Source: an optimization exercise on an open RTL-to-GDS flow (aim: small area). Production flows keep margins and buffers that such runs may drop. Only simulation tests tie the RTL to the original design; equivalence was not proved. The clock port is modelled as an ideal driver, which makes a skipped or thinned clock tree look cheaper than it is; a real chip needs a root buffer or a tree. No activity file was given, so power comes from the tool's default toggle rates.

v4:
## alu_fpga_top
module alu_fpga_top (
    input  logic        clk,
    input  logic        btnC,
    input  logic        btnU,
    input  logic        btnD,
    input  logic        btnL,
    input  logic [15:0] sw,
    output logic [15:0] led
);
Size: roughly 340 cells after synthesis, about 110 flip-flops, roughly 37 I/O pins, roughly 4000 um2 of cells after synthesis.
export LEC_CHECK = 0
export CAP_MARGIN = 20
export CORE_MARGIN = 2
export CORE_UTILIZATION = 60
export GPL_TIMING_DRIVEN = 0
export SLEW_MARGIN = 20
create_clock -name core_clock -period 10.0 [get_ports {clk}]
standard.sh (not shown) runs the stock make flow with config.mk's settings and CLKGATE_MAP_FILE= SYNTH_SCRIPT=/design/flow/synth_recipe.tcl, a recipe that flattens the netlist after the stock synthesis.
==> flow/flow/run.sh <==
#!/bin/bash
# The standard layout (standard.sh) with these changes:
#  - synthesis maps logic with an area-oriented ABC script, without the
#    full-adder extraction, and keeps the ALU's one-cell modules (alu_*) apart
#    while mapping so each becomes its cell; registers are mapped exactly as
#    in standard.sh, and the netlist is flattened as standard.sh does,
#  - port buffers use sky130_fd_sc_hd__buf_1,
#  - after CTS (clkbuf_8, no dummy loads), flow/clocktree.tcl replaces the
#    clock tree with a root inverter driving 6 balanced clusters of registers
#    through one clkinv_4 each.
set -euo pipefail
W=$PWD
export MY_ABC_SCRIPT=$W/flow/area.abc
export SYNTH_KEEP_MODULES="alu_inv alu_mux2i alu_xor2 alu_xnor2 alu_nor2 alu_nand2 alu_a22o alu_a22oi alu_o22ai"
export BUFFER_PORTS_ARGS="-buffer_cell sky130_fd_sc_hd__buf_1"
export POST_CTS_TCL=$W/flow/clocktree.tcl
export CT_LEAVES=6
export CT_LEAF_CELL=sky130_fd_sc_hd__clkinv_4
export CT_ROOT_CELL=sky130_fd_sc_hd__clkinv_4
export CTS_ARGS="-sink_clustering_enable -repair_clock_nets -dont_use_dummy_load -buf_list sky130_fd_sc_hd__clkbuf_8"
sed -e "s|SYNTH_SCRIPT=[^ ]*|SYNTH_SCRIPT=$W/flow/synth.tcl ADDER_MAP_FILE=|" standard.sh > own.sh
bash own.sh > own_sh.log 2>&1
==> flow/flow/clocktree.tcl <==
# Rebuild the clock tree as two levels of inverters: the clock port drives
# one root inverter, which drives a few leaf inverters, each of which drives
# the clock pins of one cluster of nearby registers (k-means on their
# positions). Replaces the buffers and nets clock_tree_synthesis made.
proc ct_env {name default} {
  if {[info exists ::env($name)] && $::env($name) ne ""} { return $::env($name) }
  return $default
}
set ct_leaves    [ct_env CT_LEAVES 5]
set ct_leaf_cell [ct_env CT_LEAF_CELL sky130_fd_sc_hd__clkinv_8]
set ct_root_cell [ct_env CT_ROOT_CELL sky130_fd_sc_hd__clkinv_8]

set block [ord::get_db_block]
set db [ord::get_db]
set clk_bterm [$block findBTerm clk]
set clk_net [$clk_bterm getNet]

# Clock sinks: the CLK pins of all registers.
set sinks {}
foreach inst [$block getInsts] {
  if {![[$inst getMaster] isSequential]} { continue }
  foreach it [$inst getITerms] {
    if {[[$it getMTerm] getName] eq "CLK"} { lappend sinks $it }
  }
}

# Remove what clock_tree_synthesis built.
set old_nets {}
foreach inst [$block getInsts] {
  set n [$inst getName]
  if {[string match "clkbuf_*" $n] || [string match "clkload*" $n]} {
    foreach it [$inst getITerms] {
      set net [$it getNet]
      if {$net ne "NULL" && $net ne "" && [$net getName] ne [$clk_net getName] && [$net getSigType] eq "CLOCK"} {
        lappend old_nets $net
      }
    }
    odb::dbInst_destroy $inst
  }
}
foreach it $sinks { $it disconnect }
foreach net [lsort -unique $old_nets] {
  if {[llength [$net getITerms]] == 0 && [llength [$net getBTerms]] == 0} { odb::dbNet_destroy $net }
}

# k-means on sink positions.
set pts {}
foreach it $sinks {
  set loc [[$it getInst] getLocation]
  lappend pts [list [lindex $loc 0] [lindex $loc 1]]
}
set n [llength $pts]
set sorted [lsort -integer -index 0 $pts]
set cents {}
for {set k 0} {$k < $ct_leaves} {incr k} {
  lappend cents [lindex $sorted [expr {int(($k + 0.5) * $n / $ct_leaves)}]]
}
set assign [lrepeat $n 0]
for {set iter 0} {$iter < 50} {incr iter} {
  for {set i 0} {$i < $n} {incr i} {
    set p [lindex $pts $i]
    set best 0; set bd 1e30
    for {set k 0} {$k < $ct_leaves} {incr k} {
      set c [lindex $cents $k]
      set d [expr {abs([lindex $p 0] - [lindex $c 0]) + abs([lindex $p 1] - [lindex $c 1])}]
      if {$d < $bd} { set bd $d; set best $k }
    }
    lset assign $i $best
  }
  set newc {}
  for {set k 0} {$k < $ct_leaves} {incr k} {
    set sx 0; set sy 0; set m 0
    for {set i 0} {$i < $n} {incr i} {
      if {[lindex $assign $i] == $k} {
        set p [lindex $pts $i]
        set sx [expr {$sx + [lindex $p 0]}]; set sy [expr {$sy + [lindex $p 1]}]; incr m
      }
    }
    if {$m > 0} { lappend newc [list [expr {$sx / $m}] [expr {$sy / $m}]] } else { lappend newc [lindex $cents $k] }
  }
  set cents $newc
}

# Balance the clusters: reassign registers, nearest first, to leaves with
# room left (at most ceil(n / leaves) + 1 registers each).
set cap [expr {($n + $ct_leaves - 1) / $ct_leaves + 1}]
set pairs {}
for {set i 0} {$i < $n} {incr i} {
  set p [lindex $pts $i]
  for {set k 0} {$k < $ct_leaves} {incr k} {
    set c [lindex $cents $k]
    lappend pairs [list [expr {abs([lindex $p 0] - [lindex $c 0]) + abs([lindex $p 1] - [lindex $c 1])}] $i $k]
  }
}
set pairs [lsort -real -index 0 $pairs]
set done [lrepeat $n 0]
set fill [lrepeat $ct_leaves 0]
foreach pr $pairs {
  lassign $pr d i k
  if {[lindex $done $i] || [lindex $fill $k] >= $cap} { continue }
  lset assign $i $k
  lset done $i 1
  lset fill $k [expr {[lindex $fill $k] + 1}]
}
# Move each leaf to the centre of the registers it got.
set newc {}
for {set k 0} {$k < $ct_leaves} {incr k} {
  set sx 0; set sy 0; set m 0
  for {set i 0} {$i < $n} {incr i} {
    if {[lindex $assign $i] == $k} {
      set p [lindex $pts $i]
      set sx [expr {$sx + [lindex $p 0]}]; set sy [expr {$sy + [lindex $p 1]}]; incr m
    }
  }
  if {$m > 0} { lappend newc [list [expr {$sx / $m}] [expr {$sy / $m}]] } else { lappend newc [lindex $cents $k] }
}
set cents $newc

# Root inverter near the middle of the leaves, leaf inverters at the
# cluster centres.
set rx 0; set ry 0
foreach c $cents { set rx [expr {$rx + [lindex $c 0]}]; set ry [expr {$ry + [lindex $c 1]}] }
set rx [expr {int($rx / $ct_leaves)}]; set ry [expr {int($ry / $ct_leaves)}]

set root_net [odb::dbNet_create $block "clknet_root"]
$root_net setSigType CLOCK
set root [odb::dbInst_create $block [$db findMaster $ct_root_cell] "clkinv_root"]
$root setLocation $rx $ry
$root setPlacementStatus PLACED
[$root findITerm A] connect $clk_net
[$root findITerm Y] connect $root_net

for {set k 0} {$k < $ct_leaves} {incr k} {
  set c [lindex $cents $k]
  set net [odb::dbNet_create $block "clknet_leaf_$k"]
  $net setSigType CLOCK
  set leaf [odb::dbInst_create $block [$db findMaster $ct_leaf_cell] "clkinv_leaf_$k"]
  $leaf setLocation [expr {int([lindex $c 0])}] [expr {int([lindex $c 1])}]
  $leaf setPlacementStatus PLACED
  [$leaf findITerm A] connect $root_net
  [$leaf findITerm Y] connect $net
  for {set i 0} {$i < $n} {incr i} {
    if {[lindex $assign $i] == $k} { [lindex $sinks $i] connect $net }
  }
  puts "clocktree: leaf $k drives [llength [$net getITerms]] pins"
}
global_connect
detailed_placement
check_placement
estimate_parasitics -placement
Other scripts of this flow, unchanged in this note and not shown: flow/flow/area.abc, flow/flow/synth.tcl
Input changes introduced in v58 (baseline for comparison: v4):
Settings: CORE_UTILIZATION: 60 -> 40.
==> flow/flow/run.sh <==
#!/bin/bash
# The standard layout (standard.sh) with these changes:
#  - synthesis maps logic with an area-oriented ABC script, without the
#    full-adder extraction, and keeps the ALU's one-cell modules (alu_*) apart
#    while mapping so each becomes its cell; registers are mapped exactly as
#    in standard.sh, and the netlist is flattened as standard.sh does,
#  - port buffers use sky130_fd_sc_hd__buf_1,
#  - after CTS (clkbuf_8, no dummy loads), flow/clocktree.tcl replaces the
#    clock tree with a root inverter driving 7 balanced clusters of registers
#    through one clkinv_4 each.
set -euo pipefail
W=$PWD
export MY_ABC_SCRIPT=$W/flow/area.abc
export SYNTH_KEEP_MODULES="alu_inv alu_mux2i alu_xor2 alu_xnor2 alu_nor2 alu_nand2 alu_a22o alu_a22oi alu_o22ai"
export BUFFER_PORTS_ARGS="-buffer_cell sky130_fd_sc_hd__buf_1"
export POST_CTS_TCL=$W/flow/clocktree.tcl
export CT_LEAVES=7
export CT_LEAF_CELL=sky130_fd_sc_hd__clkinv_4
export CT_ROOT_CELL=sky130_fd_sc_hd__clkinv_8
export CTS_ARGS="-sink_clustering_enable -repair_clock_nets -dont_use_dummy_load -buf_list sky130_fd_sc_hd__clkbuf_8"
sed -e "s|SYNTH_SCRIPT=[^ ]*|SYNTH_SCRIPT=$W/flow/synth.tcl ADDER_MAP_FILE=|" standard.sh > own.sh
bash own.sh > own_sh.log 2>&1
[summary]
- v58 finished end to end and its layout was clean on timing, DRC and antenna.
- Going from v4 to v58, global-route wire length before repair grows by 2.3%.
- Diff v4 -> v58: switching share of power picked up an extra 0.30 points, number of fill cells picked up an extra 406.
- Per the comparison of v58 with v4, die area increased 3400 um2, number of non-clock inverters in the layout increased about 5%, endpoint arrival time on the critical path decreased 0.03 ns.
Here is what was changed in the inputs of v56 compared with v58.
Settings: CAP_MARGIN now 50, was 20; SLEW_MARGIN now 50, was 20; CORE_UTILIZATION now 60, was 40; GPL_TIMING_DRIVEN no longer set, was 0.
--- outcome ---
- v56 against v58: minimum setup slack after placement rose by 0.65 ns; clock-net power flat; detailed-routed wire length on met3 rose by 12%.
- Diff v58 -> v56: worst endpoint data arrival time -0.93 ns; average wire per cell in the routed design +about 6%; routed wire length -380 um; period utilization -9.3 points.
Here is what was changed in the inputs of v33 compared with v56.
Settings: SLEW_MARGIN: 50 -> 20; GPL_TIMING_DRIVEN: unset -> 0; CORE_UTILIZATION: 60 -> 40; CAP_MARGIN: 50 -> 20.
-- flow/flow/run.sh --
<<< v56, line 17
export CT_LEAVES=7
export CT_LEAF_CELL=sky130_fd_sc_hd__clkinv_4
export CT_ROOT_CELL=sky130_fd_sc_hd__clkinv_8
export CTS_ARGS="-sink_clustering_enable -repair_clock_nets -dont_use_dummy_load -buf_list sky130_fd_sc_hd__clkbuf_8"
sed -e "s|SYNTH_SCRIPT=[^ ]*|SYNTH_SCRIPT=$W/flow/synth.tcl ADDER_MAP_FILE=|" standard.sh > own.sh
>>> v33, line 17
export CT_LEAVES=7
export CT_LEAF_CELL=sky130_fd_sc_hd__clkinv_4
export CT_ROOT_CELL=sky130_fd_sc_hd__clkinv_4
export CTS_ARGS="-sink_clustering_enable -repair_clock_nets -dont_use_dummy_load -buf_list sky130_fd_sc_hd__clkbuf_8"
sed -e "s|SYNTH_SCRIPT=[^ ]*|SYNTH_SCRIPT=$W/flow/synth.tcl ADDER_MAP_FILE=|" standard.sh > own.sh
Findings:
- Going from v56 to v33, final critical path time including I/O delays and setup grows by 1.05 ns.
- v56 -> v33: logic gate share of total power flat
- Higher number of instances on the worst hold path goes to v56 over v33.
- v33 — count of TritonRoute iterations in the first routing pass 2 lower, v56 as reference
- From v33 to v56, largest fanout on the critical path did not move at all.
- Total power for v33: about 0.32% up relative to v56
- Looking at the reports, v33 completed the entire flow and the layout it produced met the timing, design-rule and antenna checks.
- Setup WNS v56 -> v33: worse
- | post-placement setup slack | v33 vs v56 | 0.65 ns lower |
- Looking only at proportion of layout cells with a drive suffix above 1, and setting everything else aside, the higher value of v33 and v56 goes to v56.
What v27 does differently from v33 at the input level:
Settings: CORE_UTILIZATION changed from 40 to 60.
==> comparison <==
- Share of the clock period used by the worst path after layout: v27 vs v33 down 0.89 points
- The final-layout worst hold slack on v33 is in line with that on v27.
- v27: wire length is 4.1% lower than what v33 reported.
- Diff v33 -> v27: die area moved down; post-route cell area went down.
No run of this note takes its clock network from TritonCTS; it comes from the design's own scripts or RTL.

==> separate check: timing with driven ports <==
No port has a modelled driver above. Below, the same layouts with a new extraction and two added sets of constraints. Step 1 (the two cells are an assumption about what drives the block):
set clk [get_ports {clk}]
set_driving_cell -lib_cell sky130_fd_sc_hd__clkbuf_16 $clk
set_driving_cell -lib_cell sky130_fd_sc_hd__buf_2 [delete_from_list [all_inputs] $clk]
Step 2 also shifts input and output timing later by t, the mid clock arrival at the registers, as if the neighbouring blocks saw the same clock. Slacks: no drivers / after step 1 / after step 2; pairs: no drivers / after step 1.
run | t, ns | setup WS [ns] | clock arrival spread, ns
v4 | 0.322 | 1.180 / 1.144 / 1.466 | 0.016 / 0.016
v58 | 0.256 | 1.213 / 1.165 / 1.421 | 0.014 / 0.014
v56 | 0.257 | 2.144 / 2.094 / 2.350 | 0.027 / 0.027
v33 | 0.344 | 1.091 / 1.055 / 1.398 | 0.016 / 0.015
v27 | 0.335 | 1.180 / 1.144 / 1.479 | 0.023 / 0.023
After both steps setup and hold are still met in every run listed.
